From an optimization exercise on the open Yosys and OpenROAD flow, aimed at small area; shortcuts taken in it are not production practice. In this exercise RTL edits were held to simulation tests only and were not proved equivalent to the original.

== P ==
// linear_transfomation
module linear_transfomation (
	input			clock,
	input			rst_n,
	input			cal_begin,
	output			cal_valid,
	input  [11:0]	indata,
	output [11:0]	outdata,
	input  [11:0]	C00, C01, C02, C03, C04, C05, C06, C07, C08,
	input  [11:0]	C09, C10, C11, C12, C13, C14, C15, C16
);
Size: ~93 flip-flops, roughly 230 I/O pins, ~6800 um^2 of cells after synthesis.
clock: 5.5 ns
lec_check: 0
abc_area: 0
cap_margin: 20
core_margin: 2
core_utilization: 40
place_density: 0.6
slew_margin: 20
standard.sh (not shown) runs the stock make flow with config.mk's settings and CLKGATE_MAP_FILE= SYNTH_SCRIPT=/design/flow/synth_recipe.tcl, a recipe that flattens the netlist after the stock synthesis.
==> flow/flow/run.sh <==
#!/bin/bash
# Standard layout, with the port buffers made from the smallest buffer cell,
# a clock tree of small buffers without dummy loads, and power (area)
# recovery on paths with positive slack.
export BUFFER_PORTS_ARGS="-buffer_cell sky130_fd_sc_hd__buf_1"
export CTS_ARGS="-sink_clustering_enable -repair_clock_nets -dont_use_dummy_load -sink_clustering_size 30 -sink_clustering_max_diameter 100 -buf_list {sky130_fd_sc_hd__clkbuf_4 sky130_fd_sc_hd__clkbuf_8}"
export RECOVER_POWER=100
bash standard.sh > standard.log 2>&1
The inputs of Q differ from those of P as listed below.
- CORE_UTILIZATION changed from 40 to 70
- PLACE_DENSITY changed from 0.6 to 0.8
-- flow/flow/run.sh --
<<< P, line 6
export CTS_ARGS="-sink_clustering_enable -repair_clock_nets -dont_use_dummy_load -sink_clustering_size 30 -sink_clustering_max_diameter 100 -buf_list {sky130_fd_sc_hd__clkbuf_4 sky130_fd_sc_hd__clkbuf_8}"
>>> Q, line 6
export CTS_ARGS="-sink_clustering_enable -repair_clock_nets -dont_use_dummy_load -buf_list {sky130_fd_sc_hd__clkbuf_4 sky130_fd_sc_hd__clkbuf_8}"
[summary]
Max proportion of final cell area spent on non-clock buffers across Q and P: P. The routed wire length in P is 0.816 times that in Q. Higher routed wire length on met2 was reported by Q, not P. [diff] die area, Q relative to P: improvement. Area of the core region of Q falls short of that of P by more than a quarter.
Changes in R relative to Q:
- swapping 70 for 40 in CORE_UTILIZATION
- swapping 0.8 for 0.6 in PLACE_DENSITY
Notes after the runs:
The final layout from R, which completed every stage, passed the timing, design-rule and antenna checks at the end of the flow. From Q to R the numbers moved as follows: global-route usage over all layers saw a decrease; fmax saw an increase. Relative to Q, part of the cycle the worst path needs decreased by 0.70 points in R. [compare] base=Q new=R: overall via count from detail_route shows a reduction of about 12%, vertical die dimension shows an increase of 31%, number of flops mapped to enable cells by yosys shows no meaningful change.
diff inputs: R => S
- changing CORE_UTILIZATION from 40 to 55
- changing PLACE_DENSITY from 0.6 to 0.7
--- outcome ---
Delta (S minus R): die area moved down, post-synthesis mux area share level.


Setup of v3:
Another version of the RTL of linear_transfomation (not shown whole).
Size in the first run: ~610 cells after synthesis, roughly 110 flip-flops, about 230 I/O pins, roughly 6100 sq um of cells after synthesis.
export LEC_CHECK = 0
export ABC_AREA = 0
export CAP_MARGIN = 20
export CORE_MARGIN = 2
export CORE_UTILIZATION = 40
export PLACE_DENSITY = 0.6
export SLEW_MARGIN = 20
create_clock -name core_clock -period 5.5 [get_ports {clock}]
==> flow/flow/run.sh <==
#!/bin/bash
# Standard layout, with the port buffers made from the smallest buffer cell,
# a clock tree of small buffers without dummy loads, and power (area)
# recovery on paths with positive slack.
export BUFFER_PORTS_ARGS="-buffer_cell sky130_fd_sc_hd__buf_1"
export CTS_ARGS="-sink_clustering_enable -sink_clustering_size 40 -sink_clustering_max_diameter 300 -repair_clock_nets -dont_use_dummy_load -buf_list {sky130_fd_sc_hd__clkbuf_8 sky130_fd_sc_hd__clkbuf_16}"
export RECOVER_POWER=100
bash standard.sh > standard.log 2>&1
v3: flow completed, timing, DRC and antenna clean
The following lists how v37 was set up differently from v3:
diff --git a/flow/flow/run.sh b/flow/flow/run.sh
--- a/flow/flow/run.sh
+++ b/flow/flow/run.sh
@@ -6 +6 @@
-export CTS_ARGS="-sink_clustering_enable -sink_clustering_size 40 -sink_clustering_max_diameter 300 -repair_clock_nets -dont_use_dummy_load -buf_list {sky130_fd_sc_hd__clkbuf_8 sky130_fd_sc_hd__clkbuf_16}"
+export CTS_ARGS="-repair_clock_nets -dont_use_dummy_load -buf_list {sky130_fd_sc_hd__clkbuf_8}"
Findings:
- Diff v3 -> v37: met3 track demand over resource in global routing did not really move, number of vias in the routed layout did not really move.
- Synthesis-stage register bit count came out exactly the same in v37 and v3.
- Diff v3 -> v37 | post-route fraction of the period consumed by the critical path | increase of 0.18 points
- v37 vs v3: average detailed-routed wire length per instance down slightly
- v37 vs v3 on setup slack: v37 is the lower one.
- Comparing post-layout minimum cycle time for v37 and v3, the smaller number came from v3.
- Total track usage: v37 vs v3, no meaningful difference
- v37 vs v3, layout overhead on the synthesized area went down by 1.7 points.
Here is what was changed in the inputs of v15 compared with v37.
diff --git a/flow/flow/run.sh b/flow/flow/run.sh
--- a/flow/flow/run.sh
+++ b/flow/flow/run.sh
@@ -6 +6 @@
-export CTS_ARGS="-repair_clock_nets -dont_use_dummy_load -buf_list {sky130_fd_sc_hd__clkbuf_8}"
+export CTS_ARGS="-sink_clustering_enable -repair_clock_nets -dont_use_dummy_load -buf_list {sky130_fd_sc_hd__clkbuf_4 sky130_fd_sc_hd__clkbuf_8}"
### Flow results
Re post-layout instance area: no difference whatsoever between v37 and v15. Per the comparison of v15 with v37, I/O pin total ~0 delta; routed wire length ~0 delta. From v37 to v15 the numbers moved as follows: net count of the mapped netlist essentially unchanged, worst hold slack roughly the same.

what the ideal ports hide:
In the flow no input, the clock included, has a driving cell. The finished layouts below were timed again as built, in two steps.
Step 1 assumes that a clkbuf_16 drives the clock port and a buf_2 every other input.
Step 2, shift: input delay + t, output delay - t, t = (earliest + latest rising clock arrival at the registers) / 2. This alone moves slack from input paths to output paths.
Three values: no drivers, after step 1, after step 2; two values: the first two.
| run | t, ns | slack for setup (ns) | clock arrival spread, ns | pins driven straight from the clock port |
|---|---|---|---|---|
| P | 0.385 | 0.258 / 0.258 / 0.258 | 0.025 / 0.025 | 1 |
| Q | 0.382 | 0.220 / 0.220 / 0.220 | 0.032 / 0.032 | 1 |
| R | 0.385 | 0.258 / 0.258 / 0.258 | 0.025 / 0.025 | 1 |
| S | 0.390 | 0.282 / 0.282 / 0.282 | 0.031 / 0.031 | 1 |
| v3 | 0.381 | 0.360 / 0.359 / 0.359 | 0.015 / 0.015 | 1 |
| v37 | 0.409 | 0.350 / 0.350 / 0.350 | 0.022 / 0.023 | 1 |
| v15 | 0.409 | 0.350 / 0.350 / 0.350 | 0.022 / 0.023 | 1 |
After both steps every run listed still meets setup and hold. The setup slack of v3, which loses most, moves by -0.001 ns with the drivers and by -0.001 ns with both steps.
